This is an optimization exercise on Yosys and OpenROAD, whose aim is small area, not a production implementation.
The RTL was checked by simulation tests, not by an equivalence proof against the original design.
Power is estimated from default activity; no workload was simulated.

## uart_parser_register_TOP
module uart_parser_register_TOP(
    input clk,
    input reset,
    input RX,
    output TX,
    output busy
    );
Size: roughly 690 cells after synthesis, about 570 flip-flops, about 5 I/O pins.
clock: 10.0 ns
lec_check: 0
cap_margin: 20
core_margin: 2
core_utilization: 40
cts_buf_list: sky130_fd_sc_hd__clkbuf_8
cts_cluster_diameter: 60
cts_cluster_size: 18
place_density: 0.6
slew_margin: 20
standard.sh (not shown) runs the stock make flow with config.mk's settings and CLKGATE_MAP_FILE= SYNTH_SCRIPT=/design/flow/synth_recipe.tcl, a recipe that flattens the netlist after the stock synthesis.
==> flow/flow/run.sh <==
#!/bin/bash
# The standard layout (standard.sh) with these changes:
#  - synthesis: the standard synthesis script, but without the adder-extraction
#    step (ADDER_MAP_FILE empty) and with an area-oriented ABC script
#    (flow/abc_area.script: a seeded, iteration-bounded &deepsyn, so it gives
#    the same netlist every run; used in place of ORFS's abc_speed.script through a
#    copy of ORFS's scripts folder). Registers are mapped before ABC runs, so
#    they are the same as the standard synthesis's.
#  - clock tree synthesis without dummy load cells, with clkbuf_8 and clusters
#    of up to 22 sinks;
#  - plain buf_1 cells as the port buffers.
# make's full output goes to synth.log and standard.log; each tool's own log is
# under orfs/logs.
set -euo pipefail
here=$(pwd)
rm -rf "$here/scripts_area"
cp -r "$FLOW_HOME/scripts" "$here/scripts_area"
cp "$here/flow/abc_area.script" "$here/scripts_area/abc_speed.script"
ADDER_MAP_FILE= SCRIPTS_DIR="$here/scripts_area" bash standard.sh synth > synth.log 2>&1
export CTS_ARGS="-sink_clustering_enable -repair_clock_nets -dont_use_dummy_load -buf_list sky130_fd_sc_hd__clkbuf_8 -sink_clustering_size 22 -sink_clustering_max_diameter 60"
export BUFFER_PORTS_ARGS="-buffer_cell sky130_fd_sc_hd__buf_1"
bash standard.sh > standard.log 2>&1
==> flow/flow/abc_area.script <==
&get -n
&st
&deepsyn -I 200 -J 10 -S 1
&dch -f
&nf -R 1000
&put
Edit:
--- a/flow/flow/run.sh
+++ b/flow/flow/run.sh
@@ -3,6 +3,5 @@
 #  - synthesis: the standard synthesis script, but without the adder-extraction
 #    step (ADDER_MAP_FILE empty) and with an area-oriented ABC script
-#    (flow/abc_area.script: a seeded, iteration-bounded &deepsyn, so it gives
-#    the same netlist every run; used in place of ORFS's abc_speed.script through a
+#    (flow/abc_area.script, used in place of ORFS's abc_speed.script through a
 #    copy of ORFS's scripts folder). Registers are mapped before ABC runs, so
 #    they are the same as the standard synthesis's.
==> flow/flow/abc_area.script (replaced) <==
&get -n
&st
&syn2
&dch -f
&nf -R 1000
&st
&syn2
&dch -f
&nf -R 1000
&st
&synch2
&nf -R 1000
&put
Effect:
- first-iteration DRC count drops by well over a third
- global-route usage hardly moves
- die area barely changes
- via count increases slightly
- sequential power stays flat
- wire length stays flat
- sequential cell count is unchanged

========
uart_parser_register_TOP again, from the RTL that the note above started with.
Design uart_parser_register_TOP, start of the top module:
module uart_parser_register_TOP(
    input clk,
    input reset,
    input RX,
    output TX,
    output busy
    );
    wire rxd, smp, in_data, done, cnt6;
    wire [2:0] pos;
    UART_RX uart_rx(.clk(clk), .reset(reset), .rx(RX), .rxd(rxd), .smp(smp), .pos(pos),
                    .in_data(in_data), .done(done), .cnt6(cnt6));
    wire wv, wen, start;
    wire [5:0] addr;
    wire [7:0] data;
    cmd_parser parser(.clk(clk), .reset(reset), .rxd(rxd), .smp(smp), .pos(pos),
                      .in_data(in_data), .done(done), .cnt6(cnt6), .wv(wv), .wen(wen),
                      .addr(addr), .data(data), .start(start));
    wire [7:0] tap;
    wire hit;
    register_file reg_file(.clk(clk), .reset(reset), .wv(wv), .wen(wen), .addr(addr), .data(data),
                           .tap(tap), .hit(hit));
    UART_TX uart_tx(.clk(clk), .reset(reset), .start(start), .tap(tap), .hit(hit),
                    .busy(busy), .TX(TX));
endmodule
==> flow/config.mk <==
export PLATFORM = sky130hd
export DESIGN_NAME = uart_parser_register_TOP
export DESIGN_NICKNAME = uart_parser_register_TOP
export VERILOG_FILES = /design/flow/design.v
export SDC_FILE = /design/flow/constraint.sdc
export NUM_CORES = 4
export LEC_CHECK = 0
export CAP_MARGIN = 20
export CORE_MARGIN = 2
export CORE_UTILIZATION = 40
export CTS_BUF_LIST = sky130_fd_sc_hd__clkbuf_8
export CTS_CLUSTER_DIAMETER = 60
export CTS_CLUSTER_SIZE = 18
export PLACE_DENSITY = 0.6
export SLEW_MARGIN = 20
==> flow/constraint.sdc <==
create_clock -name core_clock -period 10.0 [get_ports {clk}]
set_input_delay 2.0000 -clock core_clock [delete_from_list [all_inputs] [get_ports {clk}]]
set_output_delay 2.0000 -clock core_clock [all_outputs]
set_load 0.01 [all_outputs]
==> flow/flow/run.sh <==
#!/bin/bash
# The standard layout (standard.sh) with these changes:
#  - synthesis: the standard synthesis script, but without the adder-extraction
#    step (ADDER_MAP_FILE empty) and with an area-oriented ABC script
#    (flow/abc_area.script: a seeded, iteration-bounded &deepsyn, so it gives
#    the same netlist every run; used in place of ORFS's abc_speed.script through a
#    copy of ORFS's scripts folder). Registers are mapped before ABC runs, so
#    they are the same as the standard synthesis's.
#  - clock tree synthesis without dummy load cells, with clkbuf_8 and clusters
#    of up to 20 sinks;
#  - plain buf_1 cells as the port buffers.
# make's full output goes to synth.log and standard.log; each tool's own log is
# under orfs/logs.
set -euo pipefail
here=$(pwd)
rm -rf "$here/scripts_area"
cp -r "$FLOW_HOME/scripts" "$here/scripts_area"
cp "$here/flow/abc_area.script" "$here/scripts_area/abc_speed.script"
ADDER_MAP_FILE= SCRIPTS_DIR="$here/scripts_area" bash standard.sh synth > synth.log 2>&1
export CTS_ARGS="-sink_clustering_enable -repair_clock_nets -dont_use_dummy_load -buf_list sky130_fd_sc_hd__clkbuf_8 -sink_clustering_size 20 -sink_clustering_max_diameter 60"
export BUFFER_PORTS_ARGS="-buffer_cell sky130_fd_sc_hd__buf_1"
bash standard.sh > standard.log 2>&1
==> flow/flow/abc_area.script <==
&get -n
&st
&deepsyn -I 200 -J 10 -S 1
&dch -f
&nf -R 1000
&put
Change:
--- a/flow/flow/run.sh
+++ b/flow/flow/run.sh
@@ -8,5 +8,5 @@
 #    they are the same as the standard synthesis's.
 #  - clock tree synthesis without dummy load cells, with clkbuf_8 and clusters
-#    of up to 20 sinks;
+#    of up to 22 sinks;
 #  - plain buf_1 cells as the port buffers.
 # make's full output goes to synth.log and standard.log; each tool's own log is
@@ -18,5 +18,5 @@
 cp "$here/flow/abc_area.script" "$here/scripts_area/abc_speed.script"
 ADDER_MAP_FILE= SCRIPTS_DIR="$here/scripts_area" bash standard.sh synth > synth.log 2>&1
-export CTS_ARGS="-sink_clustering_enable -repair_clock_nets -dont_use_dummy_load -buf_list sky130_fd_sc_hd__clkbuf_8 -sink_clustering_size 20 -sink_clustering_max_diameter 60"
+export CTS_ARGS="-sink_clustering_enable -repair_clock_nets -dont_use_dummy_load -buf_list sky130_fd_sc_hd__clkbuf_8 -sink_clustering_size 23 -sink_clustering_max_diameter 50"
 export BUFFER_PORTS_ARGS="-buffer_cell sky130_fd_sc_hd__buf_1"
 bash standard.sh > standard.log 2>&1
=> Total power barely changes; wire length is lower slightly; setup slack improved by 0.0060 ns; area after synthesis is unchanged; cell area barely changes.
Change:
==> flow/flow/run.sh (replaced) <==
#!/bin/bash
# The standard layout (standard.sh) with these changes:
#  - synthesis: the standard synthesis script, but without the adder-extraction
#    step (ADDER_MAP_FILE empty) and with an area-oriented ABC script
#    (flow/abc_area.script, used in place of ORFS's abc_speed.script through a
#    copy of ORFS's scripts folder). Registers are mapped before ABC runs, so
#    they are the same as the standard synthesis's.
#  - clock tree synthesis without dummy load cells, with clkbuf_8 and clusters
#    of up to 22 sinks;
#  - plain buf_1 cells as the port buffers.
# make's full output goes to synth.log and standard.log; each tool's own log is
# under orfs/logs.
set -euo pipefail
here=$(pwd)
rm -rf "$here/scripts_area"
cp -r "$FLOW_HOME/scripts" "$here/scripts_area"
cp "$here/flow/abc_area.script" "$here/scripts_area/abc_speed.script"
ADDER_MAP_FILE= SCRIPTS_DIR="$here/scripts_area" bash standard.sh synth > synth.log 2>&1
export CTS_ARGS="-sink_clustering_enable -repair_clock_nets -dont_use_dummy_load -buf_list sky130_fd_sc_hd__clkbuf_8 -sink_clustering_size 22 -sink_clustering_max_diameter 45"
export BUFFER_PORTS_ARGS="-buffer_cell sky130_fd_sc_hd__buf_1"
bash standard.sh > standard.log 2>&1
==> flow/flow/abc_area.script (replaced) <==
&get -n
&st
&syn2
&dch -f
&nf -R 1000
&st
&syn2
&dch -f
&nf -R 1000
&st
&synch2
&nf -R 1000
&put
--- a/flow/config.mk
+++ b/flow/config.mk
@@ -8,8 +8,5 @@
 export CAP_MARGIN = 20
 export CORE_MARGIN = 2
-export CORE_UTILIZATION = 40
-export CTS_BUF_LIST = sky130_fd_sc_hd__clkbuf_8
-export CTS_CLUSTER_DIAMETER = 60
-export CTS_CLUSTER_SIZE = 18
-export PLACE_DENSITY = 0.6
+export CORE_UTILIZATION = 70
+export PLACE_DENSITY = 0.9
 export SLEW_MARGIN = 20
First-iteration DRC count fell by 3.7%.
Via count rose by 3.4%.
Register-to-register slack improves by 0.19 ns.
Worst setup slack degrades by 0.37 ns.
Clock power rose by about 0.9%.
Cell area fell by 1.1%.
Synthesized area rose by 0.30%.
Flip-flop and latch count is unchanged.
Change:
--- a/flow/flow/run.sh
+++ b/flow/flow/run.sh
@@ -3,5 +3,6 @@
 #  - synthesis: the standard synthesis script, but without the adder-extraction
 #    step (ADDER_MAP_FILE empty) and with an area-oriented ABC script
-#    (flow/abc_area.script, used in place of ORFS's abc_speed.script through a
+#    (flow/abc_area.script: a seeded, iteration-bounded &deepsyn, so it gives
+#    the same netlist every run; used in place of ORFS's abc_speed.script through a
 #    copy of ORFS's scripts folder). Registers are mapped before ABC runs, so
 #    they are the same as the standard synthesis's.
@@ -17,5 +18,5 @@
 cp "$here/flow/abc_area.script" "$here/scripts_area/abc_speed.script"
 ADDER_MAP_FILE= SCRIPTS_DIR="$here/scripts_area" bash standard.sh synth > synth.log 2>&1
-export CTS_ARGS="-sink_clustering_enable -repair_clock_nets -dont_use_dummy_load -buf_list sky130_fd_sc_hd__clkbuf_8 -sink_clustering_size 22 -sink_clustering_max_diameter 45"
+export CTS_ARGS="-sink_clustering_enable -repair_clock_nets -dont_use_dummy_load -buf_list sky130_fd_sc_hd__clkbuf_8 -sink_clustering_size 22 -sink_clustering_max_diameter 60"
 export BUFFER_PORTS_ARGS="-buffer_cell sky130_fd_sc_hd__buf_1"
 bash standard.sh > standard.log 2>&1
==> flow/flow/abc_area.script (replaced) <==
&get -n
&st
&deepsyn -I 200 -J 10 -S 1
&dch -f
&nf -R 1000
&put
--- a/flow/config.mk
+++ b/flow/config.mk
@@ -8,5 +8,5 @@
 export CAP_MARGIN = 20
 export CORE_MARGIN = 2
-export CORE_UTILIZATION = 70
-export PLACE_DENSITY = 0.9
+export CORE_UTILIZATION = 40
+export PLACE_DENSITY = 0.5
 export SLEW_MARGIN = 20
Result: Routed wire length falls by about a fifth. Worst setup slack improved by 0.17 ns. Sequential cell count is unchanged. Final area rises slightly.

[port drivers added, routing unchanged]
The flow's constraints put no driver on any port. The routed layouts listed below were extracted and timed again, unchanged, in two steps.
Step 1 (the two cells are an assumption about what drives the block):
set clk [get_ports {clk}]
set_driving_cell -lib_cell sky130_fd_sc_hd__clkbuf_16 $clk
set_driving_cell -lib_cell sky130_fd_sc_hd__buf_2 [delete_from_list [all_inputs] $clk]
Step 2 adds t to the input delays and takes it off the output delays; t is the mean of the earliest and latest rising clock arrival at the registers after step 1. Input paths then give back, and output paths get back, about the clock's delay inside the block.
Three values: no drivers, after step 1, after step 2; two values: the first two.
run	t, ns	slack for setup (ns)	clock arrival spread, ns	worst slew at a driven data input, ns	cell pins on the clock port's net
the first run of note 1	0.625	6.130 / 6.088 / 6.533	0.071 / 0.071	0.03	1
the second run of note 1	0.611	5.968 / 5.929 / 6.540	0.075 / 0.075	0.03	1
the first run of note 2	0.561	6.195 / 6.156 / 6.581	0.055 / 0.055	0.03	1
the second run of note 2	0.558	6.201 / 6.162 / 6.549	0.072 / 0.072	0.03	1
the third run of note 2	0.564	5.829 / 5.792 / 6.356	0.040 / 0.041	0.03	1
the fourth run of note 2	0.570	5.995 / 5.951 / 6.521	0.048 / 0.047	0.03	1
After both steps setup and hold are still met in every run listed.
